This is an optimization exercise on Yosys and OpenROAD, whose aim is small area, not a production implementation.
In this exercise RTL edits were held to simulation tests only and were not proved equivalent to the original.

==> flow/design.v, too long to show whole: its modules and the start of the top module <==
// module fma_fa: 4 lines
// module fma_bpp: 3 lines
// module fma_pipeline: 1698 lines
module fma_pipeline #(
    parameter FP = 32,
    parameter FPexp = 8,
    parameter FPfrac = 23
    )(
    input   wire                    clk,
    input   wire                    rst_n,
    input   wire                    valid_in,
    input   wire    [FP - 1 : 0]    A_in,
    input   wire    [FP - 1 : 0]    B_in,
    input   wire    [FP - 1 : 0]    C_in,
    output  wire                    valid_out,
    output  wire    [FP - 1 : 0]    F_out
    );
  // ...
==> flow/flow/run.sh <==
#!/bin/bash
# Own layout flow: the standard flow, except that the final technology
# mapping in synthesis uses an area-oriented ABC script (area.abc) with a delay
# target. Everything else (synthesis passes, register names, floorplan, power
# grid, placement, CTS, routing) is the standard flow.
set -uo pipefail
HERE=$(pwd)
FLOWDIR=$HERE/flow
ABC_D=$(cat $FLOWDIR/abc_delay_ps)
sed -e "s/{D}/$ABC_D/g" $FLOWDIR/area.abc > $HERE/area_d.abc

# synthesis script: the standard flow's, with yosys' abc command wrapped to use our script
cat > $HERE/my_synth.tcl <<EOT
proc abc {args} {
  set out {}
  set i 0
  while {\$i < [llength \$args]} {
    set a [lindex \$args \$i]
    if {\$a eq "-script"} {
      incr i
      lappend out -script $HERE/area_d.abc
    } elseif {\$a eq "-D"} {
      incr i
      lappend out -D $ABC_D
    } else {
      lappend out \$a
    }
    incr i
  }
  if {[lsearch -exact \$out -D] < 0} { lappend out -D $ABC_D }
  yosys abc {*}\$out
}
source $HERE/synth_recipe.tcl
EOT

sed -e "s#SYNTH_SCRIPT=[^ ]*#SYNTH_SCRIPT=$HERE/my_synth.tcl#" standard.sh > $HERE/my_standard.sh
bash $HERE/my_standard.sh synth > $HERE/synth.log 2>&1 || { echo "synthesis failed"; tail -20 $HERE/synth.log; exit 1; }
export BUFFER_PORTS_ARGS="-buffer_cell sky130_fd_sc_hd__buf_1"
bash standard.sh > $HERE/layout.log 2>&1 || { echo "layout failed"; tail -20 $HERE/layout.log; exit 1; }
==> flow/flow/abc_delay_ps <==
7000
==> flow/flow/area.abc <==
strash
dch
map -D {D}
topo
buffer -c
upsize -c -D {D}
dnsize -c -D {D}
==> flow/standard.sh <==
#!/bin/bash
# synth_recipe.tcl (not shown) runs the flow's synth.tcl, then flattens the netlist and writes it again
# the make line also repeats each setting of config.mk as NAME=value (left out here)
make -C /OpenROAD-flow-scripts/flow DESIGN_CONFIG=/design/flow/config.mk WORK_HOME=/design/flow/orfs CLKGATE_MAP_FILE= SYNTH_SCRIPT=/design/flow/synth_recipe.tcl "${@:-finish}"
==> flow/config.mk <==
export PLATFORM = sky130hd
export DESIGN_NAME = fma_pipeline
export DESIGN_NICKNAME = fma_pipeline
export VERILOG_FILES = /design/flow/design.v
export SDC_FILE = /design/flow/constraint.sdc
export NUM_CORES = 4
export LEC_CHECK = 0
export CAP_MARGIN = 20
export CORE_MARGIN = 2
export CORE_UTILIZATION = 60
export PLACE_DENSITY = 0.72
export SLEW_MARGIN = 20
export SYNTH_HIERARCHICAL = 1
==> flow/constraint.sdc <==
create_clock -name core_clock -period 10.5 [get_ports {clk}]
set_input_delay 2.1000 -clock core_clock [delete_from_list [all_inputs] [get_ports {clk}]]
set_output_delay 2.1000 -clock core_clock [all_outputs]
set_load 0.01 [all_outputs]
==> impl_metrics.yaml, run 1 <==
run_status:
  outcome: "complete, no violations"
setup_path:
  r2r_start: "e1[0]$_SDFF_PP0_"
  endpoint_kind: "flop"
  crit_path_end: "e1[4]$_SDFF_PP0_"
  critPathRequiredTime_ns: 10.88
route:
  wl_met3_um: 9450
  route.met2.wl_um: 42300
  drt_iter0_drc: 2988
  drc: 0
logic_synthesis:
  yosysTopAreaCellShare_pct: 19.4
  synth_common_cells: "nand2_1 (524), xor2_1 (415), inv_1 (384), a22oi_1 (280), nor2_1 (272)"
  synth_xor_area_share_pct: 14.0
  yosysMostFrequentCell: "nand2_1"
  seq_area_frac_synth_pct: 15.8
  synth_fp_nets: 4053
  synth.area.top_cells: "fa_1 (19%), dfxtp_1 (16%), xor2_1 (13%), ha_1 (8.0%), a22oi_1 (7.6%)"
layout:
  num-nonclk-buffers: 244
  seq-cell-share_pct: 14.5
  final_core_util_pct: 66.1
  diodes: 3
  area_delta_synth_final_pct: 8.90
  largestRegisters: "acc_f (47), p1 (47)"
  clock_cell_area_share_pct: 2.24
sta:
  slew_headroom_pct: 26.5
  setup_tns_ns: 0
  rsz0062_at_grt: "false"
  worst_pin_slew_ns: 1.10
  slew_violations: 0
clock_tree:
  cts_tree: "yes"
floorplanning:
  start_util_pct: 60.7
global_route:
  grt-ovfl-total: 0
  grt_pass1_wl_um: 145000
==> run 2, diff against run 1 <==
--- a/flow/design.v
+++ b/flow/design.v
@@ -1459,33 +1459,35 @@
     reg         v1;
     reg         s1;
     reg  [9:0]  e1;
     reg  [46:0] p1;
     reg         v2;
     reg         acc_s;
     reg  [9:0]  acc_e;
     reg  [46:0] acc_f;
-    wire [10:0] d_ab  = {e1[9], e1} - {acc_e[9], acc_e};
-    wire [10:0] d_acc = {acc_e[9], acc_e} - {e1[9], e1};
+    wire [10:0] d_ab   = {e1[9], e1} - {acc_e[9], acc_e};
     wire        ab_big = ~d_ab[10] & (|d_ab[9:0]);       
-    wire [9:0]  sh     = ab_big ? d_ab[9:0] : d_acc[9:0];
+    wire [5:0]  d_neg  = ~d_ab[5:0] + 6'd1;
+    wire [5:0]  sh     = ab_big ? d_ab[5:0] : d_neg;
+    wire        sh_big = ab_big ? (|d_ab[9:6])
+                                : (d_ab[10] & ~((&d_ab[9:6]) & (|d_ab[5:0])));    
     wire        s_big   = ab_big ? s1 : acc_s;
     wire [9:0]  e_big   = ab_big ? e1 : acc_e;
     wire [46:0] f_big   = ab_big ? p1 : acc_f;
     wire [46:0] f_small = ab_big ? acc_f : p1;
     wire        sub     = s1 ^ acc_s;
     wire [46:0] al0 = f_small;
     wire [46:0] al1 = sh[0] ? {1'b0,  al0[46:1]}  : al0;
     wire [46:0] al2 = sh[1] ? {2'b0,  al1[46:2]}  : al1;
     wire [46:0] al3 = sh[2] ? {4'b0,  al2[46:4]}  : al2;
     wire [46:0] al4 = sh[3] ? {8'b0,  al3[46:8]}  : al3;
     wire [46:0] al5 = sh[4] ? {16'b0, al4[46:16]} : al4;
     wire [46:0] al6 = sh[5] ? {32'b0, al5[46:32]} : al5;
-    wire [46:0] f_al = (|sh[9:6]) ? 47'd0 : al6;
+    wire [46:0] f_al = sh_big ? 47'd0 : al6;
     wire [46:0] ab = f_al ^ {47{sub}};
     wire [46:0] lg = f_big & ab;
     wire [46:0] lp = f_big ^ ab;
     wire lc_g0 = lg[1] | (lp[1] & lg[0]);
     wire lc_p0 = lp[1] & lp[0];
     wire lc_g1 = lg[3] | (lp[3] & lg[2]);
     wire lc_p1 = lp[3] & lp[2];
     wire lc_g2 = lg[5] | (lp[5] & lg[4]);
--- a/flow/flow/run.sh
+++ b/flow/flow/run.sh
@@ -1,13 +1,15 @@
 #!/bin/bash
-# Own layout flow: the standard flow, except that the final technology
-# mapping in synthesis uses an area-oriented ABC script (area.abc) with a delay
-# target. Everything else (synthesis passes, register names, floorplan, power
-# grid, placement, CTS, routing) is the standard flow.
+# Own layout flow: the standard flow, except that
+#  - the final technology mapping in synthesis uses an area-oriented ABC script
+#    (area.abc) with a delay target, and
+#  - the port buffers that placement inserts are sky130_fd_sc_hd__buf_1.
+# Everything else (synthesis passes, register names, floorplan, power grid,
+# placement, CTS, routing) is the standard flow.
 set -uo pipefail
 HERE=$(pwd)
 FLOWDIR=$HERE/flow
 ABC_D=$(cat $FLOWDIR/abc_delay_ps)
 sed -e "s/{D}/$ABC_D/g" $FLOWDIR/area.abc > $HERE/area_d.abc
 
 # synthesis script: the standard flow's, with yosys' abc command wrapped to use our script
 cat > $HERE/my_synth.tcl <<EOT
==> flow/flow/area.abc (replaced) <==
strash
&get -n
&dch -f
&nf -R 1000
&put
topo
buffer -c
upsize -c -D {D}
dnsize -c -D {D}
==> flow/config.mk (replaced) <==
export PLATFORM = sky130hd
export DESIGN_NAME = fma_pipeline
export DESIGN_NICKNAME = fma_pipeline
export VERILOG_FILES = /design/flow/design.v
export SDC_FILE = /design/flow/constraint.sdc
export NUM_CORES = 4
export LEC_CHECK = 0
export CAP_MARGIN = 20
export CORE_MARGIN = 2
export CORE_UTILIZATION = 40
export SLEW_MARGIN = 20
export SYNTH_HIERARCHICAL = 1
==> impl_metrics.yaml, run 2 <==
clock_tree:
  h-tree-depth: 1
  cts_buffers: 22
  postCtsHoldBufs: 0
  clock_latency_ns: 0.54
  clk_pin_slew_worst_paths_ns: 0.06
  root_buffer: "clkbuf_16"
  cts_tree: "yes"
  cts.sinks: 217
  cts.path.max_buffers: 3
layout:
  fill_cells: 6640
  largestRegisters: "acc_f (47), p1 (47)"
  final_cell_mix: "xor2_1 (321), a22oi_1 (289), fa_1 (266), nand2_1 (230), dfxtp_1 (216)"
  nets: 3764
  final_common_cell: "xor2_1"
  drive_gt1_share_pct: 10.1
  area_delta_synth_final_pct: 12.5
sta:
  final-hold-violation-count: 0
  setup_viol_count_final: 0
  setup_tns_ns: 0
  period_needed_ns: 9.75
  slew_headroom_pct: 28.7
  worst_pin_slew_ns: 1.06
  whs_ns: 0.306
  max_freq_mhz: 103
  timing.final.crit_share_pct: 92.8
  postLayoutSetupSlackWorst_ns: 0.752
  rsz0062_at_grt: "false"
  clock_skew_ns: 0.0322
  slew_violations: 0
logic_synthesis:
  synth.area.top_cells: "fa_1 (20%), dfxtp_1 (16%), xor2_1 (10%), a22oi_1 (8.0%), ha_1 (7.8%)"
  yosysWarnings: 7
  synth_cell_type_count: 50
  async_reset_ff_share_pct: 0
  seq_area_frac_synth_pct: 16.1
  synth_fp_nets: 3546
  yosysTopAreaCellShare_pct: 19.7
  synth_top_area_cell: "fa_1"
  syn_inst: 3013
  synth-edff-count: 0
  netlist_area_um2: 27000
  ys.flop_type: "dfxtp_1"
  avgSynthCellArea_um2: 8.97
  synth_common_cells: "xor2_1 (324), a22oi_1 (289), fa_1 (266), nand2_1 (231), dfxtp_1 (217)"
  synth-seq-cells: 217
  yosysMostFrequentCell: "xor2_1"
route:
  via_per_inst: 5.73
  drt_iter0_drc: 2190
  vias: 23605
  drc: 0
  drt_pre_antenna_iters: 6
  drtAntennaViolNets: 0
  route.detailed.wl_per_inst_um: 21.4
  wl_um: 88200
global_route:
  grt-ovfl-total: 0
  grt_pass1_vias: 23480
  grt_antenna_before_repair: 1
  grt_max_degree: 77
  grt_pass1_wl_um: 137000
  track_usage_pct: 24.9
floorplanning:
  start_util_pct: 40.3
  core-area_um2: 67000
  die_w_um: 264
  dieArea_um2: 69700
  rows: 95
  die_h_um: 264
  ios: 132
setup_path:
  crit_fanout: 23
  cpMostUsedCell: "fa_1"
  endpoint_kind: "flop"
  worstSetupPathType: "in -> reg"
  critical_path_arrival_ns: 10.18
  crit_path_top_delay_cell: "fa_1"
  max_stage_delay_ns: 0.50
  critPathLaunchType: "primary input"
  critPathRequiredTime_ns: 10.94
placed_design:
  place_ws_ns: 0.157
  place_congestion: 0.966
  hpwlAfterDp_um: 68800
  portBuffers: 131
job:
  drv_cap: 0
run_status:
  outcome: "complete, no violations"
min_path:
  hp-class: "reg -> reg"
run 2: changes by cell type in the layout (fill, tap and decap cells not counted), sizes merged, moves of 33 or more:
| cell | change |
|---|---|
| xor2 | -91 |
| inv | -207 |
| nand2 | -293 |
| xnor2 | +101 |
| o21ai | -140 |
| and2 | +33 |
| nor2 | -70 |
| mux2i | +100 |
| buf | +51 |
| mux2 | +67 |
run 2: cell families (layout without fill, tap and decap cells):
family / after synthesis / in the layout / share of synthesized area (%)
xor gates and xnor gates: 451 / 451 / 14.6
muxes: 205 / 205 / 8.69
buffers and inverters: 280 / 511 / 3.89
DFF: 217 / 217 / 16.1
and+or+nand+nor: 616 / 616 / 10.0
AOI/OAI and AO/OA: 810 / 810 / 19.3
adders and majority gates: 434 / 434 / 27.5
other: 0 / 1 / 0
run 2: final cells by class:
type	count	area [um2]	share of cell area, %
antenna	1	2.50	0.00823
clock inverter	8	81.3	0.268
sequential	217	4350	14.3
multi-input combinational	2516	21800	71.6
inverter	179	672	2.21
clock buffer	29	628	2.07
tap	873	1090	3.59
timing repair buffer	295	1810	5.96
run 2: what timing repair did:
item / 4_1_cts / 5_1_grt
endpoints found under the hold margin: 0 / 0
setup buffers: 0 / 6
resized for setup: 0 / 3
endpoints found under the setup margin: 0 / 53
run 2: stage by stage:
step / area (um2) / utilization (%) / std cells
finish: 30400 / 45.3 / 4118
global route: 30400 / 45.3 / 4117
CTS: 30300 / 45.2 / 4111
detailed placement: 29600 / 44.2 / 4074
global placement: 29600 / 44.2 / 4074
floorplan: 27000 / - / 3013
run 2: worst paths after layout:
kind | startpoint | to | slack (ns) | depth (start not counted)
hold reg to reg | o4[22]$_DFF_P_ | o5[22]$_DFF_P_ | 0.31 | 0
setup / recovery | B_in[7] | p1[36]$_DFF_P_ | 0.75 | 30
setup reg to reg | acc_e[0]$_DFF_P_ | acc_f[23]$_DFF_P_ | 0.99 | 43
hold / removal | o4[22]$_DFF_P_ | o5[22]$_DFF_P_ | 0.31 | 0
run 2: modules after synthesis (local to each module, per instance):
module        cell area (um2)  times used
fma_bpp                  16.3         276
fma_fa                   20.0         264
fma_pipeline            17300           1
run 2: per-layer routing:
layer	share of wire [%]	wire, um	GRT usage, %
met5	0	0	0
met4	3.2	2800	7.66
met3	7.7	6750	3.79
met2	45	39400	40.0
met1	45	39300	34.5
run 2: critical path, delay by kind of cell:
family,cells,cell delay [ns]
compound gates,10,2.37
xor+xnor,2,0.48
fa+ha+maj,8,3.31
buf+inv,3,0.70
mux,2,0.65
simple gates,5,0.56
==> run 3, diff against run 2 <==
==> flow/flow/area.abc (replaced) <==
strash
dch
map -D {D}
topo
buffer -c
upsize -c -D {D}
dnsize -c -D {D}
==> impl_metrics.yaml, run 3 <==
run_status:
  outcome: "complete, no violations"
floorplanning:
  die_w_um: 264
  core-area_um2: 67200
  ios: 132
  rows: 95
  start_util_pct: 40.4
  die_h_um: 264
  dieArea_um2: 70000
logic_synthesis:
  seq_area_frac_synth_pct: 16.0
  yosysTopAreaCellShare_pct: 19.6
  synth.area.top_cells: "fa_1 (20%), dfxtp_1 (16%), xor2_1 (13%), ha_1 (7.7%), a22oi_1 (7.6%)"
  yosysMostFrequentCell: "nand2_1"
  synth_common_cells: "nand2_1 (469), xor2_1 (416), inv_1 (359), a22oi_1 (276), fa_1 (266)"
  synth_fp_nets: 3961
  avgSynthCellArea_um2: 7.92
  synth_top_area_cell: "fa_1"
  synth_cell_type_count: 45
  ys.flop_type: "dfxtp_1"
  synth-seq-cells: 217
  netlist_area_um2: 27100
  synth-edff-count: 0
  yosysWarnings: 7
  syn_inst: 3428
  async_reset_ff_share_pct: 0
sta:
  max_freq_mhz: 103
  rsz0062_at_grt: "false"
  worst_pin_slew_ns: 1.21
  period_needed_ns: 9.67
  clock_skew_ns: 0.0150
  setup_viol_count_final: 0
  final-hold-violation-count: 0
  setup_tns_ns: 0
  slew_headroom_pct: 19.6
  slew_violations: 0
  whs_ns: 0.319
  timing.final.crit_share_pct: 92.1
clock_tree:
  cts.sinks: 217
  cts_buffers: 21
  clk_pin_slew_worst_paths_ns: 0.08
  cts_tree: "yes"
  root_buffer: "clkbuf_16"
  postCtsSetupBuffers: 0
  clock_latency_ns: 0.53
  cts.path.max_buffers: 3
  h-tree-depth: 1
layout:
  largestRegisters: "acc_f (47), p1 (47)"
  drive_gt1_share_pct: 5.23
  final_cell_mix: "nand2_1 (466), xor2_1 (414), inv_1 (358), a22oi_1 (276), fa_1 (266)"
  diodes: 0
  fill_cells: 6760
  area_delta_synth_final_pct: 10.5
  final_common_cell: "nand2_1"
  nets: 4111
route:
  drt_iter0_drc: 2042
  route.detailed.wl_per_inst_um: 20.2
  drtAntennaViolNets: 0
  wl_um: 90300
  via_per_inst: 5.56
  vias: 24809
  drc: 0
  drt_pre_antenna_iters: 6
placed_design:
  portBuffers: 131
  hpwlAfterDp_um: 69600
  place_congestion: 0.982
setup_path:
  worstSetupPathType: "in -> reg"
  critPathRequiredTime_ns: 10.91
  max_stage_delay_ns: 0.58
  crit_fanout: 18
  cpMostUsedCell: "inv_1"
  worst_r2r_endpoint: "acc_f[42]$_DFF_P_"
  reg2reg_depth: 52
  reg2reg_slack_ns: 1.00
  r2r_start: "e1[0]$_SDFF_PP0_"
  crit_path_top_delay_cell: "fa_1"
  critPathLaunchType: "primary input"
  critical_path_arrival_ns: 10.08
  endpoint_kind: "flop"
global_route:
  grt_max_degree: 143
  grt-ovfl-total: 0
  track_usage_pct: 25.5
  grt_antenna_before_repair: 0
  grt_pass1_vias: 24279
  grt_pass1_wl_um: 141000
min_path:
  holdPathEnd: "o4[14]$_DFF_P_"
  min_path_cells: 0
  min_from: "o3[14]$_SDFF_PP0_"
  hp-class: "reg -> reg"
job:
  drv_cap: 0
run 3: cell types whose count changed in the layout (fill, tap and decap cells not counted), sizes merged, moves of 53 or more:
cell,change
nor2,+53
inv,+184
mux2,-67
a21oi,+67
mux2i,-87
xor2,+92
o21ai,+119
nand2,+238
xnor2,-98
run 3: worst max-delay path: cells and delay by family:
| family | cells | cell delay, ns |
|---|---|---|
| and+or+nand+nor | 17 | 2.79 |
| AOI/OAI and AO/OA | 4 | 0.87 |
| adders and majority gates | 6 | 2.83 |
| buffers and inverters | 10 | 1.45 |
run 3: what timing repair did:
| item | 4_1_cts | 5_1_grt |
|---|---|---|
| resized for setup | 0 | 8 |
| setup endpoints to repair | 0 | 34 |
| hold endpoints to repair | 0 | 0 |
| hold buffers | 0 | 0 |
run 3: cells by family after synthesis:
group / Yosys count / synth area share [%]
adder cells (fa/ha/maj): 434 / 27.4
flip-flops: 217 / 16.0
multiplexers: 34 / 1.25
AND/OR/NAND/NOR: 859 / 12.7
buffers and inverters: 483 / 6.68
AO/OA/AOI/OAI: 956 / 21.6
XOR/XNOR: 445 / 14.4
run 3: layout make-up:
| cell class | instances | area [um2] | area share, % |
|---|---|---|---|
| tap | 873 | 1090 | 3.64 |
| sequential | 217 | 4340 | 14.5 |
| clock inverter | 9 | 133 | 0.442 |
| timing repair buffer | 245 | 1420 | 4.73 |
| multi-input combinational | 2728 | 21000 | 70.1 |
| clock buffer | 28 | 602 | 2.01 |
| inverter | 365 | 1370 | 4.58 |
run 3: per-module statistics from Yosys (local to each module, per instance):
module	cells	flip-flops and latches	area, um2
fma_fa	1	0	20.0
fma_bpp	2	0	16.3
fma_pipeline	2612	217	17400
run 3: worst max path at each step:
stage	startpoint	to
floorplan	B_in[24]	p1[19]$_DFF_P_
global placement	A_in[30]	e1[5]$_SDFF_PP0_
detailed placement	A_in[30]	e1[3]$_SDFF_PP0_
CTS	A_in[30]	e1[3]$_SDFF_PP0_
global route	e1[0]$_SDFF_PP0_	acc_e[8]$_SDFF_PN0_
finish	A_in[30]	e1[5]$_SDFF_PP0_
run 3: routing by layer:
metal / share of wire, % / GRT usage, %
met1: 43 / 35.1
met2: 45 / 40.9
met3: 8.0 / 3.77
met4: 3.5 / 8.60
met5: 0 / 0
run 3: through the flow:
stage | utilization [%] | instances | instance area (um2) | worst slack (ns)
6_report | 44.7 | 4465 | 30000 | 0.829
5_1_grt | 44.7 | 4465 | 30000 | 0.0678
4_1_cts | 44.6 | 4465 | 30000 | 0.751
3_5_place_dp | 43.5 | 4428 | 29200 | 0.230
3_3_place_gp | 43.5 | 4428 | 29200 | 0.228
2_1_floorplan | - | 3428 | 27100 | 0.684
==> run 4, diff against run 3 <==
--- a/flow/config.mk
+++ b/flow/config.mk
@@ -10,2 +10,5 @@
 export CORE_UTILIZATION = 40
+export CTS_CLUSTER_DIAMETER = 100
+export CTS_CLUSTER_SIZE = 28
+export GPL_TIMING_DRIVEN = 0
 export SLEW_MARGIN = 20
==> impl_metrics.yaml, run 4 <==
logic_synthesis:
  netlist_area_um2: 27100
  synth_cell_type_count: 45
  synth-seq-cells: 217
  avgSynthCellArea_um2: 7.92
  yosysTopAreaCellShare_pct: 19.6
  synth.area.top_cells: "fa_1 (20%), dfxtp_1 (16%), xor2_1 (13%), ha_1 (7.7%), a22oi_1 (7.6%)"
  ys.flop_type: "dfxtp_1"
  synth-edff-count: 0
  yosysWarnings: 7
  yosysMostFrequentCell: "nand2_1"
  synth_common_cells: "nand2_1 (469), xor2_1 (416), inv_1 (359), a22oi_1 (276), fa_1 (266)"
  async_reset_ff_share_pct: 0
  synth_top_area_cell: "fa_1"
  seq_area_frac_synth_pct: 16.0
  syn_inst: 3428
  synth_fp_nets: 3961
sta:
  slew_headroom_pct: 25.3
  slew_violations: 0
  worst_pin_slew_ns: 1.11
  clock_skew_ns: 0.0203
  period_needed_ns: 10.07
  postLayoutSetupSlackWorst_ns: 0.434
  final-hold-violation-count: 0
  setup_viol_count_final: 0
  max_freq_mhz: 99.3
  rsz0062_at_grt: "false"
  timing.final.crit_share_pct: 95.9
route:
  vias: 25538
  drc: 0
  drt_iter0_drc: 2198
  wl_um: 102000
  drtAntennaViolNets: 0
  via_per_inst: 5.73
  drt_pre_antenna_iters: 8
  route.detailed.wl_per_inst_um: 22.8
global_route:
  track_usage_pct: 28.8
  grt_max_degree: 29
  grt-ovfl-total: 0
  grt_pass1_wl_um: 156000
  grt_pass1_vias: 25437
  grt_antenna_before_repair: 0
clock_tree:
  cts.sinks: 217
  postCtsHoldBufs: 0
  clk_pin_slew_worst_paths_ns: 0.11
  clock_latency_ns: 0.50
  root_buffer: "clkbuf_16"
  cts_buffers: 11
  h-tree-depth: 1
  cts.path.max_buffers: 3
  cts_tree: "yes"
layout:
  nets: 4119
  final_common_cell: "nand2_1"
  final_cell_mix: "nand2_1 (459), xor2_1 (413), inv_1 (357), a22oi_1 (276), fa_1 (266)"
  diodes: 0
  area_delta_synth_final_pct: 9.25
  drive_gt1_share_pct: 4.68
  fill_cells: 6875
  largestRegisters: "acc_f (47), p1 (47)"
placed_design:
  portBuffers: 131
  place_congestion: 1.02
  hpwlAfterDp_um: 77700
  place_ws_ns: -1.68
setup_path:
  crit_fanout: 24
  r2r_start: "acc_e[3]$_DFF_P_"
  reg2reg_slack_ns: 0.67
  critPathLaunchType: "primary input"
  crit_family: "adder cells"
  max_stage_delay_ns: 0.82
  worstSetupPathType: "in -> reg"
  worst_r2r_endpoint: "acc_f[12]$_SDFF_PN0_"
  endpoint_kind: "flop"
  worst-path-buf-inv: 9
  critical_path_arrival_ns: 10.47
  reg2reg_depth: 49
  crit_path_top_delay_cell: "ha_2"
  critPathRequiredTime_ns: 10.91
floorplanning:
  core-area_um2: 67200
  ios: 132
  dieArea_um2: 70000
  die_w_um: 264
  start_util_pct: 40.4
  rows: 95
  die_h_um: 264
job:
  drv_cap: 0
min_path:
  holdPathEnd: "o5[22]$_DFF_P_"
  hp-class: "reg -> reg"
  min_from: "o4[22]$_DFF_P_"
  min_path_cells: 0
run_status:
  outcome: "complete, no violations"
run 4: cell types whose count changed in the layout (fill, tap and decap cells not counted), moves of 7 or more:
cell | before | now
ha_2 | 0 | 7
o21ai_0 | 251 | 235
clkbuf_1 | 2 | 65
ha_1 | 168 | 158
clkbuf_4 | 0 | 7
clkbuf_16 | 21 | 11
clkbuf_2 | 11 | 37
buf_4 | 110 | 3
o21ai_1 | 3 | 15
buf_12 | 3 | 10
buf_2 | 0 | 34
buf_1 | 120 | 102
nand2_1 | 466 | 459
run 4: layout make-up:
| type | instances | area [um2] | share of cell area [%] |
|---|---|---|---|
| plain buffers | 116 | 512 | 1.73 |
| clock buffers | 11 | 275 | 0.928 |
| clock inverters | 2 | 35.0 | 0.118 |
| inverters | 365 | 1370 | 4.62 |
| multi-input cells | 2728 | 21200 | 71.5 |
| flip-flops and latches | 217 | 4340 | 14.6 |
| well taps | 873 | 1090 | 3.68 |
| repair buffers | 147 | 837 | 2.82 |
run 4: per-stage QoR:
step                      setup TNS (ns)  hold slack, ns  instance area (um2)  cells  utilization (%)
after CTS                              0           0.324                29500   4460             44.0
after global placement           -241.56           0.310                28700   4432             42.8
after detailed placement         -119.43           0.312                29100   4447             43.3
after floorplan                        0           0.310                27100   3428                -
final                                  0           0.323                29700   4459             44.2
after global routing                   0           0.335                29700   4459             44.2
run 4: repair_timing:
action                     in CTS  in global routing
buffers inserted                0                  1
resized for setup              66                 66
pin swaps                       0                  2
setup endpoints to repair     112                114
run 4: cells by family after synthesis:
| kind of cell | count (synthesis) | share of synthesized area, % |
|---|---|---|
| fa+ha+maj | 434 | 27.4 |
| buf+inv | 483 | 6.68 |
| mux | 34 | 1.25 |
| flops | 217 | 16.0 |
| simple gates | 859 | 12.7 |
| xor+xnor | 445 | 14.4 |
| compound gates | 956 | 21.6 |
run 4: Yosys stat by module (local to each module, per instance):
module | cells inside | times used | area (um2) | flops+latches
fma_pipeline | 2612 | 1 | 17400 | 217
fma_fa | 1 | 264 | 20.0 | 0
fma_bpp | 2 | 276 | 16.3 | 0
run 4: how the worst max path moves through the flow:
| stage | start | end | slack, ns | depth (start not counted) |
|---|---|---|---|---|
| after floorplan | B_in[24] | p1[19]$_DFF_P_ | 0.68 | 33 |
| after global placement | B_in[21] | p1[39]$_DFF_P_ | -3.22 | 34 |
| after detailed placement | e1[0]$_SDFF_PP0_ | acc_f[45]$_DFF_P_ | -1.68 | 55 |
| after CTS | B_in[19] | p1[9]$_DFF_P_ | 0.02 | 36 |
| after global routing | B_in[9] | p1[1]$_DFF_P_ | 0.002 | 37 |
| final | B_in[9] | p1[3]$_DFF_P_ | 0.43 | 35 |
run 4: routing by layer:
metal	vias up	track usage (%)	wire length, um
met3	239	3.78	8010
met1	12080	38.2	43000
met4	0	12.6	4700
met2	1293	46.8	46100
li1	11926	-	-
met5	-	0	0
==> run 5, diff against run 4 <==
==> flow/flow/area.abc (replaced) <==
strash
dch
map -D {D}
topo
upsize -c -D {D}
dnsize -c -D {D}
==> impl_metrics.yaml, run 5 <==
run_status:
  outcome: "complete, no violations"
clock_tree:
  postCtsHoldBufs: 0
  cts.path.max_buffers: 3
  root_buffer: "clkbuf_16"
  cts_tree: "yes"
  clk_pin_slew_worst_paths_ns: 0.12
  cts_buffers: 11
  cts.sinks: 217
  h-tree-depth: 1
  clock_latency_ns: 0.50
global_route:
  grt_max_degree: 105
  grt_pass1_wl_um: 140000
  grt_pass1_vias: 23880
  grt-ovfl-total: 0
  grt_antenna_before_repair: 0
  track_usage_pct: 25.6
placed_design:
  portBuffers: 131
  dpl.cell_count: 4321
  hpwlAfterDp_um: 62700
  place_congestion: 0.960
  dpl_cell_area_um2: 29000
setup_path:
  critPathLaunch: "B_in[9]"
  crit_fanout: 23
  r2r_start: "acc_e[0]$_DFF_P_"
  worst-path-buf-inv: 9
  crit_family: "adder cells"
  critPathRequiredTime_ns: 10.88
  endpoint_kind: "flop"
  max_stage_delay_ns: 0.51
  worstSetupPathType: "in -> reg"
  cpMostUsedCell: "fa_1"
  critPathLaunchType: "primary input"
  critical_path_arrival_ns: 10.27
  crit_path_top_delay_cell: "fa_1"
route:
  drc: 0
  route.detailed.wl_per_inst_um: 21.1
  wl_um: 92100
  via_per_inst: 5.66
  vias: 24702
  drt_pre_antenna_iters: 6
  drtAntennaViolNets: 0
  drt_iter0_drc: 2491
logic_synthesis:
  synth_fp_nets: 3843
  syn_inst: 3310
  synth-seq-cells: 217
  synth_top_area_cell: "fa_1"
  avgSynthCellArea_um2: 8.07
  yosysWarnings: 7
  seq_area_frac_synth_pct: 16.3
  async_reset_ff_share_pct: 0
  synth_common_cells: "nand2_1 (468), xor2_1 (416), clkinv_1 (364), a22oi_1 (276), fa_1 (266)"
  yosysTopAreaCellShare_pct: 19.9
  netlist_area_um2: 26700
  yosysMostFrequentCell: "nand2_1"
  synth.area.top_cells: "fa_1 (20%), dfxtp_1 (16%), xor2_1 (14%), ha_1 (7.9%), a22oi_1 (7.8%)"
  synth_cell_type_count: 45
  ys.flop_type: "dfxtp_1"
  synth-edff-count: 0
layout:
  final_area_um2: 29900
  fill_cells: 6634
  finalNonFillerCells: 4362
  largestRegisters: "acc_f (47), p1 (47)"
  final_common_cell: "nand2_1"
  drive_gt1_share_pct: 5.95
  multi_input_area_um2: 21700
  area_delta_synth_final_pct: 12.1
  final_cell_mix: "nand2_1 (452), xor2_1 (413), clkinv_1 (331), a22oi_1 (276), fa_1 (265)"
  nets: 4032
  regArea_um2: 4350
  diodes: 0
floorplanning:
  core-area_um2: 66000
  ios: 132
  dieArea_um2: 68900
  die_h_um: 262
  rows: 94
  die_w_um: 262
  start_util_pct: 40.5
sta:
  clock_skew_ns: 0.0237
  slew_headroom_pct: 29.5
  worst_pin_slew_ns: 1.06
  slew_violations: 0
  setup_viol_count_final: 0
  final-hold-violation-count: 0
  setup_tns_ns: 0
  timing.final.crit_share_pct: 94.2
  period_needed_ns: 9.89
  max_freq_mhz: 101
min_path:
  min_from: "o3[1]$_SDFF_PP0_"
  hp-class: "reg -> reg"
job:
  drv_cap: 0
## run 5: cell count changes after synthesis, sizes merged
| cell | delta |
|---|---|
| buf | -10 |
| clkbuf | -108 |
| inv | -362 |
| clkinv | +362 |
## run 5: kinds of logic (layout without fill, tap and decap cells)
logic type	Yosys count	in the layout	synth area share (%)
muxes	34	34	1.27
xor gates and xnor gates	445	447	14.7
DFF	217	217	16.3
buffers and inverters	365	542	5.13
AOI/OAI and AO/OA	956	957	21.9
and+or+nand+nor	859	867	13.0
adders and majority gates	434	434	27.8
## run 5: path summary, 6_finish.rpt
kind,end,slack [ns],depth (start not counted)
max,e1[5]$_SDFF_PP0_,0.61,38
min,o4[1]$_DFF_P_,0.32,0
max reg2reg,acc_f[11]$_SDFF_PN0_,0.62,46
min reg2reg,o4[1]$_DFF_P_,0.32,0
## run 5: worst reg2reg max path: cells and delay by family, from the launching register on
family          cells  cell delay (ns)
compound gates      9             1.50
xor+xnor            3             1.31
buf+inv             8             1.04
flops               1             0.49
fa+ha+maj           3             0.93
simple gates       23             4.52
## run 5: repair_timing
| item | 4_1_cts | 5_1_grt |
|---|---|---|
| endpoints found under the setup margin | 115 | 85 |
| cloned | 7 | 4 |
| buffers inserted | 4 | 14 |
| gates resized for setup | 50 | 56 |
| pin swaps | 4 | 4 |
| endpoints found under the hold margin | 0 | 0 |
## run 5: per-layer routing
metal | wire length (um) | vias to the layer above | GRT usage [%]
met2 | 42400 | 1057 | 42.2
met4 | 2980 | 0 | 8.43
li1 | - | 11821 | -
met5 | 0 | - | 0
met1 | 39100 | 11657 | 34.3
met3 | 7610 | 167 | 4.15
## run 5: stage by stage
| step | setup WS, ns | hold slack (ns) | utilization (%) |
|---|---|---|---|
| CTS | 0.00751 | 0.324 | 44.8 |
| global route | -0.0180 | 0.329 | 45.4 |
| floorplan | 0.00223 | 0.310 | - |
| global placement | -5.43 | 0.310 | 43.2 |
| finish | 0.609 | 0.316 | 45.4 |
| detailed placement | -1.94 | 0.312 | 43.9 |
## run 5: area by class of cell
cell class / count / area share [%]
Clock buffer: 11 / 0.919
Sequential cell: 217 / 14.5
Timing Repair Buffer: 165 / 3.53
Tap cell: 864 / 3.61
Inverter: 365 / 5.01
Clock inverter: 1 / 0.0292
Multi-Input combinational cell: 2739 / 72.4
## run 5: Yosys stat by module (local to each module, per instance)
| module | flip-flops and latches | times used | cells |
|---|---|---|---|
| fma_pipeline | 217 | 1 | 2494 |
| fma_fa | 0 | 264 | 1 |
| fma_bpp | 0 | 276 | 2 |
==> run 6, diff against run 5 <==
==> flow/flow/abc_delay_ps (replaced) <==
5000
==> flow/flow/area.abc (replaced) <==
strash
dch
map -D {D}
topo
buffer -c
upsize -c -D {D}
dnsize -c -D {D}
--- a/flow/config.mk
+++ b/flow/config.mk
@@ -12,3 +12,2 @@
 export CTS_CLUSTER_SIZE = 28
-export GPL_TIMING_DRIVEN = 0
 export SLEW_MARGIN = 20
==> impl_metrics.yaml, run 6 <==
floorplanning:
  start_util_pct: 40.4
  ios: 132
  core-area_um2: 67200
  die_h_um: 264
  rows: 95
  dieArea_um2: 70000
  die_w_um: 264
layout:
  regArea_um2: 4340
  fill_cells: 6803
  area_delta_synth_final_pct: 8.87
  largestRegisters: "acc_f (47), p1 (47)"
  multi_input_area_um2: 21000
  finalNonFillerCells: 4440
  final_common_cell: "nand2_1"
  diodes: 0
  final_core_util_pct: 44.0
  nets: 4101
  final_area_um2: 29600
  drive_gt1_share_pct: 4.63
  final_cell_mix: "nand2_1 (466), xor2_1 (414), inv_1 (358), a22oi_1 (276), fa_1 (266)"
min_path:
  hp-class: "reg -> reg"
route:
  route.detailed.wl_per_inst_um: 20.3
  vias: 24726
  drtAntennaViolNets: 0
  wl_um: 89900
  drc: 0
  via_per_inst: 5.57
  drt_pre_antenna_iters: 8
  drt_iter0_drc: 2070
global_route:
  busiest_layer: "met2"
  grt_antenna_before_repair: 0
  grt.met1_usage_pct: 35.2
  grt_max_degree: 143
  grt-ovfl-total: 0
  grt_pass1_wl_um: 141000
  grt_use_met3_pct: 3.59
  grt_pass1_vias: 24094
  track_usage_pct: 25.5
  met2_usage_pct: 40.8
logic_synthesis:
  synth-seq-cells: 217
  yosysTopAreaCellShare_pct: 19.6
  synth-edff-count: 0
  netlist_area_um2: 27100
  avgSynthCellArea_um2: 7.92
  synth_fp_nets: 3961
  yosysMostFrequentCell: "nand2_1"
  synth_common_cells: "nand2_1 (469), xor2_1 (416), inv_1 (359), a22oi_1 (276), fa_1 (266)"
  async_reset_ff_share_pct: 0
  syn_inst: 3428
  ys.flop_type: "dfxtp_1"
  yosysWarnings: 7
  synth_cell_type_count: 45
  seq_area_frac_synth_pct: 16.0
  synth_top_area_cell: "fa_1"
  synth.area.top_cells: "fa_1 (20%), dfxtp_1 (16%), xor2_1 (13%), ha_1 (7.7%), a22oi_1 (7.6%)"
placed_design:
  place_congestion: 0.982
  dpl.cell_count: 4428
  dpl_cell_area_um2: 29200
  portBuffers: 131
  hpwlAfterDp_um: 69600
setup_path:
  max_stage_delay_ns: 0.58
  crit_fanout: 18
  cpMostUsedCell: "inv_1"
  crit_path_top_delay_cell: "fa_1"
  critPathRequiredTime_ns: 10.86
  critical_path_arrival_ns: 10.03
  critPathLaunchType: "primary input"
  worst-path-buf-inv: 10
  crit_family: "adder cells"
  endpoint_kind: "flop"
  worstSetupPathType: "in -> reg"
clock_tree:
  ctsResizeCount: 0
  clock_latency_ns: 0.50
  postCtsSetupBuffers: 0
  h-tree-depth: 1
  postCtsHoldBufs: 0
  cts_buffers: 11
  cts.path.max_buffers: 3
  cts_tree: "yes"
  root_buffer: "clkbuf_16"
  clk_pin_slew_worst_paths_ns: 0.11
  cts.sinks: 217
sta:
  max_freq_mhz: 103
  clock_skew_ns: 0.0217
  timing.final.crit_share_pct: 92.2
  period_needed_ns: 9.68
  final-hold-violation-count: 0
  rsz0062_at_grt: "false"
  setup_tns_ns: 0
  slew_headroom_pct: 20.6
  setup_viol_count_final: 0
  slew_violations: 0
  worst_pin_slew_ns: 1.19
job:
  drv_cap: 0
run_status:
  outcome: "complete, no violations"
run 6: cell families (layout without fill, tap and decap cells):
family | Yosys count | count (layout) | share of synthesized area [%]
AND/OR/NAND/NOR | 859 | 859 | 12.7
AO/OA/AOI/OAI | 956 | 956 | 21.6
flip-flops | 217 | 217 | 16.0
XOR/XNOR | 445 | 445 | 14.4
adder cells (fa/ha/maj) | 434 | 434 | 27.4
multiplexers | 34 | 34 | 1.25
buffers and inverters | 483 | 622 | 6.68
run 6: cell type report:
| class | instances | share of cell area (%) |
|---|---|---|
| Multi-Input combinational cell | 2728 | 71.2 |
| Sequential cell | 217 | 14.7 |
| Timing Repair Buffer | 245 | 4.80 |
| Inverter | 365 | 4.64 |
| Tap cell | 873 | 3.70 |
| Clock buffer | 11 | 0.931 |
| Clock inverter | 1 | 0.0296 |
run 6: path summary, 6_finish.rpt:
check             cells after the start  slack, ns                  end             start
setup / recovery                     37       0.82     e1[3]$_SDFF_PP0_          A_in[30]
hold / removal                        0       0.32        o5[5]$_DFF_P_     o4[5]$_DFF_P_
setup reg to reg                     52       1.02  acc_e[8]$_SDFF_PN0_  e1[0]$_SDFF_PP0_
hold reg to reg                       0       0.32        o5[5]$_DFF_P_     o4[5]$_DFF_P_
run 6: through the flow:
step	setup slack, ns	hold WS [ns]
finish	0.824	0.319
global route	0.0573	0.319
CTS	0.734	0.316
detailed placement	0.230	0.312
global placement	0.228	0.311
floorplan	0.684	0.310
run 6: Yosys stat by module, one instance, submodules excluded:
module / area (um2) / times used
fma_pipeline: 17400 / 1
fma_fa: 20.0 / 264
fma_bpp: 16.3 / 276
run 6: routing by layer:
metal	part of all wire, %	vias up
li1	-	11886
met1	44	11653
met2	45	1031
met3	7.7	156
met4	3.5	0
met5	0	-
==> run 7, diff against run 6 <==
==> flow/flow/abc_delay_ps (replaced) <==
6000
==> impl_metrics.yaml, run 7 <==
run_status:
  outcome: "complete, no violations"
global_route:
  busiest_layer: "met2"
  met2_usage_pct: 40.8
  grt_pass1_vias: 24094
  track_usage_pct: 25.5
  grt_antenna_before_repair: 0
  grt-ovfl-total: 0
  grt_max_degree: 143
  grt_use_met3_pct: 3.59
  grt.met1_usage_pct: 35.2
  grt_pass1_wl_um: 141000
sta:
  setup_viol_count_final: 0
  setup_tns_ns: 0
  worst_pin_slew_ns: 1.19
  whs_ns: 0.319
  rsz0062_at_grt: "false"
  timing.final.crit_share_pct: 92.2
  postLayoutSetupSlackWorst_ns: 0.824
  clock_skew_ns: 0.0217
  slew_headroom_pct: 20.6
  max_freq_mhz: 103
  slew_violations: 0
  final-hold-violation-count: 0
  period_needed_ns: 9.68
floorplanning:
  die_w_um: 264
  dieArea_um2: 70000
  ios: 132
  core-area_um2: 67200
  die_h_um: 264
  start_util_pct: 40.4
  rows: 95
logic_synthesis:
  yosysTopAreaCellShare_pct: 19.6
  seq_area_frac_synth_pct: 16.0
  ys.flop_type: "dfxtp_1"
  async_reset_ff_share_pct: 0
  synth.area.top_cells: "fa_1 (20%), dfxtp_1 (16%), xor2_1 (13%), ha_1 (7.7%), a22oi_1 (7.6%)"
  avgSynthCellArea_um2: 7.92
  netlist_area_um2: 27100
  syn_inst: 3428
  yosysMostFrequentCell: "nand2_1"
  synth_common_cells: "nand2_1 (469), xor2_1 (416), inv_1 (359), a22oi_1 (276), fa_1 (266)"
  synth_top_area_cell: "fa_1"
  yosysWarnings: 7
  synth-seq-cells: 217
  synth_cell_type_count: 45
  synth_fp_nets: 3961
  synth-edff-count: 0
layout:
  nets: 4101
  area_delta_synth_final_pct: 8.87
  regArea_um2: 4340
  diodes: 0
  drive_gt1_share_pct: 4.63
  fill_cells: 6803
  largestRegisters: "acc_f (47), p1 (47)"
  final_cell_mix: "nand2_1 (466), xor2_1 (414), inv_1 (358), a22oi_1 (276), fa_1 (266)"
  final_common_cell: "nand2_1"
  multi_input_area_um2: 21000
setup_path:
  critPathRequiredTime_ns: 10.86
  worstSetupPathType: "in -> reg"
  critPathLaunchType: "primary input"
  crit_fanout: 18
  cpMostUsedCell: "inv_1"
  endpoint_kind: "flop"
  reg2reg_slack_ns: 1.02
  crit_path_top_delay_cell: "fa_1"
  critical_path_arrival_ns: 10.03
  max_stage_delay_ns: 0.58
clock_tree:
  root_buffer: "clkbuf_16"
  postCtsSetupBuffers: 0
  cts_buffers: 11
  cts.path.max_buffers: 3
  h-tree-depth: 1
  cts.sinks: 217
  cts_tree: "yes"
  clock_latency_ns: 0.50
  clk_pin_slew_worst_paths_ns: 0.11
placed_design:
  place_congestion: 0.982
  hpwlAfterDp_um: 69600
  place_ws_ns: 0.230
  portBuffers: 131
route:
  vias: 24726
  wl_um: 89900
  drtAntennaViolNets: 0
  route.detailed.wl_per_inst_um: 20.3
  drt_iter0_drc: 2070
  drt_pre_antenna_iters: 8
  via_per_inst: 5.57
  drc: 0
job:
  drv_cap: 0
min_path:
  hp-class: "reg -> reg"
-- run 7: cell counts after synthesis --
Identical to the previous run, type by type.
-- run 7: critical path: cells and delay by family --
kind / cells / cell delay, ns
adders and majority gates: 6 / 2.83
and+or+nand+nor: 15 / 2.51
buffers and inverters: 10 / 1.46
AOI/OAI and AO/OA: 6 / 1.09
-- run 7: cell families after synthesis --
group                      after synthesis  synth area share (%)
muxes                                   34                  1.25
DFF                                    217                  16.0
xor gates and xnor gates               445                  14.4
and+or+nand+nor                        859                  12.7
adders and majority gates              434                  27.4
buffers and inverters                  483                  6.68
AOI/OAI and AO/OA                      956                  21.6
-- run 7: timing repair --
item                                    CTS  global route
hold buffers                              0             0
resized for setup                         0             8
endpoints found under the setup margin    0            33
-- run 7: per-stage QoR --
| stage | instances | util (%) | area [um2] |
|---|---|---|---|
| after floorplan | 3428 | - | 27100 |
| after global placement | 4428 | 43.5 | 29200 |
| after detailed placement | 4428 | 43.5 | 29200 |
| after CTS | 4440 | 44.0 | 29500 |
| after global routing | 4440 | 44.0 | 29600 |
| final | 4440 | 44.0 | 29600 |
-- run 7: layer usage --
metal  up-vias  share of wire, %
met2      1031                45
met1     11653                44
met4         0               3.5
met3       156               7.7
li1      11886                 -
met5         -                 0
-- run 7: path summary, 6_finish.rpt --
| kind | start | end | cells past startpoint |
|---|---|---|---|
| min reg2reg | o4[5]$_DFF_P_ | o5[5]$_DFF_P_ | 0 |
| max reg2reg | e1[0]$_SDFF_PP0_ | acc_e[8]$_SDFF_PN0_ | 52 |
| min | o4[5]$_DFF_P_ | o5[5]$_DFF_P_ | 0 |
| max | A_in[30] | e1[3]$_SDFF_PP0_ | 37 |
-- run 7: area by class of cell --
class                   instances  share of cell area [%]
multi-input cells            2728                    71.2
flip-flops and latches        217                    14.7
repair buffers                245                    4.80
inverters                     365                    4.64
well taps                     873                    3.70
clock buffers                  11                   0.931
clock inverters                 1                  0.0296
-- run 7: per-module statistics from Yosys, one instance, submodules excluded --
module        times used  cells  flip-flops and latches
fma_pipeline           1   2612                     217
fma_fa               264      1                       0
fma_bpp              276      2                       0
==> run 8, diff against run 7 <==
==> flow/flow/abc_delay_ps (replaced) <==
7000
==> flow/flow/area.abc (replaced) <==
strash
dc2
dch
map -D {D}
topo
buffer -c
upsize -c -D {D}
dnsize -c -D {D}
==> impl_metrics.yaml, run 8 <==
run_status:
  outcome: "finished with violations"
  check.faults: "negative setup slack"
route:
  drtAntennaViolNets: 0
  drt_pre_antenna_iters: 7
  via_per_inst: 5.43
  route.detailed.wl_per_inst_um: 19.6
  vias: 27827
  wl_um: 100000
  drc: 0
  drt_iter0_drc: 2264
global_route:
  grt_max_degree: 50
  grt_pass1_vias: 26494
  grt_pass1_wl_um: 150000
  grt_antenna_before_repair: 0
  grt-ovfl-total: 0
  track_usage_pct: 27.1
setup_path:
  r2r_start: "e1[0]$_SDFF_PP0_"
  worst_r2r_endpoint: "acc_f[12]$_SDFF_PN0_"
  crit_fanout: 8
  cpMostUsedCell: "a21oi_2"
  reg2reg_slack_ns: -1.68
  critPathLaunchType: "flop"
  worstSetupPathType: "reg -> reg"
  crit_path_top_delay_cell: "dfxtp_2"
  critPathRequiredTime_ns: 10.89
  critical_path_arrival_ns: 12.57
  max_stage_delay_ns: 0.34
  endpoint_kind: "flop"
  reg2reg_depth: 91
sta:
  postLayoutSetupSlackWorst_ns: -1.68
  worst_pin_slew_ns: 0.853
  period_needed_ns: 12.18
  slew_violations: 0
  slew_headroom_pct: 42.5
  clock_skew_ns: 0.0281
  max_freq_mhz: 82.1
  rsz0062_at_grt: "true"
  setup_viol_count_final: 115
  timing.final.crit_share_pct: 116
  final-hold-violation-count: 0
logic_synthesis:
  avgSynthCellArea_um2: 8.11
  async_reset_ff_share_pct: 0
  synth-edff-count: 0
  synth_fp_nets: 3825
  synth.area.top_cells: "fa_1 (20%), dfxtp_1 (16%), xor2_1 (14%), a22oi_1 (8.4%), ha_1 (7.9%)"
  syn_inst: 3292
  synth-seq-cells: 217
  synth_common_cells: "nand2_1 (509), xor2_1 (415), inv_1 (324), a22oi_1 (299), o21ai_0 (276)"
  yosysMostFrequentCell: "nand2_1"
  synth_cell_type_count: 57
  seq_area_frac_synth_pct: 16.3
  ys.flop_type: "dfxtp_1"
  yosysTopAreaCellShare_pct: 20.0
  yosysWarnings: 7
  netlist_area_um2: 26700
  synth_top_area_cell: "fa_1"
clock_tree:
  clock_latency_ns: 0.50
  cts.path.max_buffers: 3
  postCtsHoldBufs: 0
  clk_pin_slew_worst_paths_ns: 0.12
  root_buffer: "clkbuf_16"
  h-tree-depth: 1
  cts_tree: "yes"
  cts_buffers: 11
  cts.sinks: 217
layout:
  diodes: 0
  finalNonFillerCells: 5121
  drive_gt1_share_pct: 31.7
  nets: 4790
  final_cell_mix: "buf_4 (835), nand2_1 (468), xor2_1 (396), inv_1 (309), a22oi_1 (274)"
  final_common_cell: "buf_4"
  area_delta_synth_final_pct: 43.1
  largestRegisters: "acc_f (47), p1 (47)"
floorplanning:
  start_util_pct: 40.5
  ios: 132
  die_w_um: 262
  die_h_um: 262
  dieArea_um2: 68800
  core-area_um2: 65900
  rows: 94
min_path:
  holdPathEnd: "o4[13]$_DFF_P_"
  hp-class: "reg -> reg"
  min_from: "o3[13]$_SDFF_PP0_"
  min_path_cells: 0
placed_design:
  dpl.cell_count: 4823
  hpwlAfterDp_um: 72700
  portBuffers: 131
  place_congestion: 0.949
job:
  drv_cap: 0
-- run 8: cell count changes after synthesis, moves of 13 or more --
| cell | previous run | this run |
|---|---|---|
| clkbuf_1 | 108 | 88 |
| a21o_1 | 16 | 30 |
| nand2_2 | 0 | 13 |
| nand2_1 | 469 | 509 |
| o21ai_0 | 254 | 276 |
| a22oi_1 | 276 | 299 |
| inv_1 | 359 | 324 |
| nor2_1 | 255 | 188 |
| o221ai_1 | 26 | 4 |
| nand3_1 | 48 | 34 |
| a21oi_1 | 260 | 124 |
| a31oi_1 | 18 | 32 |
| mux2i_1 | 34 | 18 |
| o21ai_1 | 0 | 25 |
-- run 8: layout make-up --
cell class | instances | area (um2)
multi-input cells | 2628 | 22600
clock inverters | 1 | 7.51
repair inverters | 2 | 31.3
repair buffers | 1061 | 8550
inverters | 336 | 1310
well taps | 864 | 1080
fillers | 5861 | 27700
clock buffers | 12 | 289
flip-flops and latches | 217 | 4350
-- run 8: worst max-delay path by stage --
| stage | slack (ns) | depth (start not counted) | from | end |
|---|---|---|---|---|
| after floorplan | -0.73 | 96 | e1[0]$_SDFF_PP0_ | acc_f[10]$_SDFF_PN0_ |
| after global placement | -1.06 | 95 | e1[0]$_SDFF_PP0_ | acc_f[37]$_DFF_P_ |
| after detailed placement | -1.42 | 95 | e1[0]$_SDFF_PP0_ | acc_f[37]$_DFF_P_ |
| after CTS | -0.86 | 96 | e1[0]$_SDFF_PP0_ | acc_f[40]$_DFF_P_ |
| after global routing | -2.51 | 100 | e1[0]$_SDFF_PP0_ | acc_f[40]$_DFF_P_ |
| final | -1.68 | 91 | e1[0]$_SDFF_PP0_ | acc_f[12]$_SDFF_PN0_ |
-- run 8: metrics by stage --
stage               hold WS [ns]  TNS, ns  setup slack (ns)  cell area (um2)  util, %
global route               0.336  -179.25             -2.51            38200     58.0
floorplan                  0.310   -52.12            -0.733            27100        -
CTS                        0.335   -60.18            -0.857            35900     54.5
finish                     0.333  -106.62             -1.68            38200     58.0
detailed placement         0.312  -121.21             -1.42            33300     50.6
global placement           0.310   -96.81             -1.06            33300     50.6
-- run 8: cells by family (layout without fill, tap and decap cells) --
logic type	after synthesis	in the layout	synth area share (%)
fa+ha+maj	434	434	27.8
simple gates	818	820	12.5
mux	18	18	0.675
xor+xnor	443	443	14.5
compound gates	913	913	21.6
buf+inv	449	1412	6.56
flops	217	217	16.3
-- run 8: worst max-delay path: cells and delay by family (launching register included) --
kind / cells / cell delay [ns]
fa+ha+maj: 3 / 0.63
simple gates: 28 / 2.72
xor+xnor: 3 / 0.73
flops: 1 / 0.34
buf+inv: 19 / 2.07
compound gates: 38 / 5.57
-- run 8: routing by layer --
metal,vias up,GRT usage (%),wire length [um],part of all wire [%]
met1,13340,37.6,43200,43
met5,-,0,0,0
met3,198,3.31,7190,7.2
met4,0,7.57,3410,3.4
li1,13085,-,-,-
met2,1204,44.3,46600,46
-- run 8: modules after synthesis (local to each module, per instance) --
| module | flops+latches | cell area [um2] | cells | copies in the design |
|---|---|---|---|---|
| fma_bpp | 0 | 16.3 | 2 | 276 |
| fma_fa | 0 | 20.0 | 1 | 264 |
| fma_pipeline | 217 | 16900 | 2476 | 1 |
-- run 8: what timing repair did --
| action | in CTS | in global routing |
|---|---|---|
| pin swaps | 44 | 124 |
| setup buffers | 204 | 60 |
| cloned | 11 | 13 |
| setup endpoints to repair | 115 | 115 |
| gates resized for setup | 180 | 365 |
==> run 9, diff against run 8 <==
==> flow/flow/area.abc (replaced) <==
strash
dch
map -D {D}
topo
buffer -c
upsize -c -D {D}
dnsize -c -D {D}
==> impl_metrics.yaml, run 9 <==
run_status:
  outcome: "complete, no violations"
floorplanning:
  core-area_um2: 67200
  ios: 132
  die_h_um: 264
  dieArea_um2: 70000
  die_w_um: 264
  start_util_pct: 40.4
  rows: 95
sta:
  final-hold-violation-count: 0
  timing.final.crit_share_pct: 92.2
  slew_violations: 0
  setup_tns_ns: 0
  whs_ns: 0.319
  max_freq_mhz: 103
  clock_skew_ns: 0.0217
  rsz0062_at_grt: "false"
  period_needed_ns: 9.68
  slew_headroom_pct: 20.6
  worst_pin_slew_ns: 1.19
  setup_viol_count_final: 0
global_route:
  busiest_layer: "met2"
  grt_pass1_wl_um: 141000
  track_usage_pct: 25.5
  grt_pass1_vias: 24094
  grt_max_degree: 143
  grt-ovfl-total: 0
  grt_use_met3_pct: 3.59
  met2_usage_pct: 40.8
  grt.met1_usage_pct: 35.2
  grt_antenna_before_repair: 0
layout:
  final_common_cell: "nand2_1"
  drive_gt1_share_pct: 4.63
  largestRegisters: "acc_f (47), p1 (47)"
  area_delta_synth_final_pct: 8.87
  final_cell_mix: "nand2_1 (466), xor2_1 (414), inv_1 (358), a22oi_1 (276), fa_1 (266)"
  nets: 4101
  diodes: 0
logic_synthesis:
  syn_inst: 3428
  synth-seq-cells: 217
  netlist_area_um2: 27100
  synth_cell_type_count: 45
  muxShareOfSynthArea_pct: 1.25
  yosysWarnings: 7
  yosysMostFrequentCell: "nand2_1"
  seq_area_frac_synth_pct: 16.0
  synth.area.top_cells: "fa_1 (20%), dfxtp_1 (16%), xor2_1 (13%), ha_1 (7.7%), a22oi_1 (7.6%)"
  ys.flop_type: "dfxtp_1"
  synthSimpleGateAreaFrac_pct: 12.7
  synth_xor_area_share_pct: 14.4
  synth_fp_nets: 3961
  synth_compound_area_share_pct: 21.6
  synth_top_family_by_area: "adder cells"
  synth-edff-count: 0
  yosysTopAreaCellShare_pct: 19.6
  synth_common_cells: "nand2_1 (469), xor2_1 (416), inv_1 (359), a22oi_1 (276), fa_1 (266)"
  async_reset_ff_share_pct: 0
  avgSynthCellArea_um2: 7.92
  synth_top_area_cell: "fa_1"
  synth_fa_ha_area_share_pct: 27.4
setup_path:
  reg2reg_slack_ns: 1.02
  crit_path_top_delay_cell: "fa_1"
  reg2reg_depth: 52
  cpMostUsedCell: "inv_1"
  endpoint_kind: "flop"
  worst_r2r_endpoint: "acc_e[8]$_SDFF_PN0_"
  critPathRequiredTime_ns: 10.86
  critical_path_arrival_ns: 10.03
  crit_fanout: 18
  critPathLaunchType: "primary input"
  critPathLaunch: "A_in[30]"
  crit_path_end: "e1[3]$_SDFF_PP0_"
  r2r_start: "e1[0]$_SDFF_PP0_"
  max_stage_delay_ns: 0.58
  worstSetupPathType: "in -> reg"
route:
  drc: 0
  drt_pre_antenna_iters: 8
  wl_um: 89900
  via_per_inst: 5.57
  drtAntennaViolNets: 0
  drt_iter0_drc: 2070
  route.detailed.wl_per_inst_um: 20.3
  vias: 24726
clock_tree:
  root_buffer: "clkbuf_16"
  ctsResizeCount: 0
  cts_tree: "yes"
  clk_pin_slew_worst_paths_ns: 0.11
  cts_buffers: 11
  cts.sinks: 217
  h-tree-depth: 1
  postCtsSetupBuffers: 0
  cts.path.max_buffers: 3
  clock_latency_ns: 0.50
  postCtsHoldBufs: 0
placed_design:
  place_congestion: 0.982
  portBuffers: 131
  hpwlAfterDp_um: 69600
min_path:
  hp-class: "reg -> reg"
job:
  drv_cap: 0
run 9: logic make-up (layout without fill, tap and decap cells):
kind of cell,count (synthesis),count (layout)
AO/OA/AOI/OAI,956,956
AND/OR/NAND/NOR,859,859
buffers and inverters,483,622
XOR/XNOR,445,445
adder cells (fa/ha/maj),434,434
flip-flops,217,217
multiplexers,34,34
run 9: cell type report:
| type | instances | area [um2] |
|---|---|---|
| clock inverters | 1 | 8.76 |
| clock buffers | 11 | 275 |
| fillers | 6803 | 37600 |
| flip-flops and latches | 217 | 4340 |
| multi-input cells | 2728 | 21000 |
| repair buffers | 245 | 1420 |
| well taps | 873 | 1090 |
| inverters | 365 | 1370 |
run 9: per-layer routing:
| metal | wire length, um | vias up |
|---|---|---|
| met5 | 0 | - |
| met1 | 39500 | 11653 |
| li1 | - | 11886 |
| met3 | 6950 | 156 |
| met2 | 40300 | 1031 |
| met4 | 3170 | 0 |
run 9: per-module statistics from Yosys, one instance, submodules excluded:
| module | cells | flops+latches | copies in the design | area [um2] |
|---|---|---|---|---|
| fma_bpp | 2 | 0 | 276 | 16.3 |
| fma_pipeline | 2612 | 217 | 1 | 17400 |
| fma_fa | 1 | 0 | 264 | 20.0 |
run 9: critical path, delay by kind of cell:
kind,cells,cell delay [ns]
AO/OA/AOI/OAI,6,1.09
AND/OR/NAND/NOR,15,2.51
adder cells (fa/ha/maj),6,2.83
buffers and inverters,10,1.46
run 9: through the flow:
| stage | area [um2] | utilization [%] | cells | worst slack, ns |
|---|---|---|---|---|
| after floorplan | 27100 | - | 3428 | 0.684 |
| after global placement | 29200 | 43.5 | 4428 | 0.228 |
| after detailed placement | 29200 | 43.5 | 4428 | 0.230 |
| after CTS | 29500 | 44.0 | 4440 | 0.734 |
| after global routing | 29600 | 44.0 | 4440 | 0.0573 |
| final | 29600 | 44.0 | 4440 | 0.824 |
run 9: worst min-delay path by stage:
| stage | start | end | slack (ns) | cells after the start |
|---|---|---|---|---|
| after floorplan | o3[0]$_SDFF_PP0_ | o4[0]$_DFF_P_ | 0.31 | 0 |
| after global placement | o3[5]$_SDFF_PP0_ | o4[5]$_DFF_P_ | 0.31 | 0 |
| after detailed placement | o4[21]$_DFF_P_ | o5[21]$_DFF_P_ | 0.31 | 0 |
| after CTS | o4[10]$_DFF_P_ | o5[10]$_DFF_P_ | 0.32 | 0 |
| after global routing | o3[7]$_SDFF_PP0_ | o4[7]$_DFF_P_ | 0.32 | 0 |
| final | o4[5]$_DFF_P_ | o5[5]$_DFF_P_ | 0.32 | 0 |

[static timing again, ports no longer ideal]
No port has a modelled driver above. Below, the same layouts with a new extraction and two added sets of constraints. Step 1 (the two cells are an assumption about what drives the block):
set clk [get_ports {clk}]
set_driving_cell -lib_cell sky130_fd_sc_hd__clkbuf_16 $clk
set_driving_cell -lib_cell sky130_fd_sc_hd__buf_2 [delete_from_list [all_inputs] $clk]
Step 2 moves the port delays by t, midway between the first and last clock arrival at a register: inputs arrive t later, outputs are due t later. That takes back most of the time a late clock gives input paths. a / b / c = no drivers / after step 1 / after step 2; a / b = the first two.
run | shift t [ns] | setup WS [ns] | worst setup path after step 2 | clock arrival spread, ns | worst register clock-pin slew, ns
run 1 | 0.564 | 0.520 / 0.550 / -0.014 | input to register | 0.032 / 0.032 | 0.08 / 0.08
run 2 | 0.581 | 0.752 / 0.773 / 0.192 | input to register | 0.032 / 0.033 | 0.07 / 0.07
run 3 | 0.569 | 0.829 / 0.852 / 0.283 | input to register | 0.016 / 0.016 | 0.08 / 0.08
run 4 | 0.539 | 0.434 / 0.460 / -0.079 | input to register | 0.020 / 0.020 | 0.11 / 0.11
run 5 | 0.541 | 0.609 / 0.619 / 0.085 | input to register | 0.024 / 0.024 | 0.12 / 0.12
run 6 | 0.539 | 0.824 / 0.849 / 0.310 | input to register | 0.022 / 0.022 | 0.11 / 0.11
run 7 | 0.539 | 0.824 / 0.849 / 0.310 | input to register | 0.022 / 0.022 | 0.11 / 0.11
run 8 | 0.534 | -1.681 / -1.681 / -1.681 | register to register | 0.030 / 0.030 | 0.12 / 0.12
run 9 | 0.539 | 0.824 / 0.849 / 0.310 | input to register | 0.022 / 0.022 | 0.11 / 0.11
With both steps, setup timing fails in run 1 and run 4, where it was met with ideal ports. The setup slack of run 2, which loses most, moves by +0.021 ns with the drivers and by -0.560 ns with both steps.
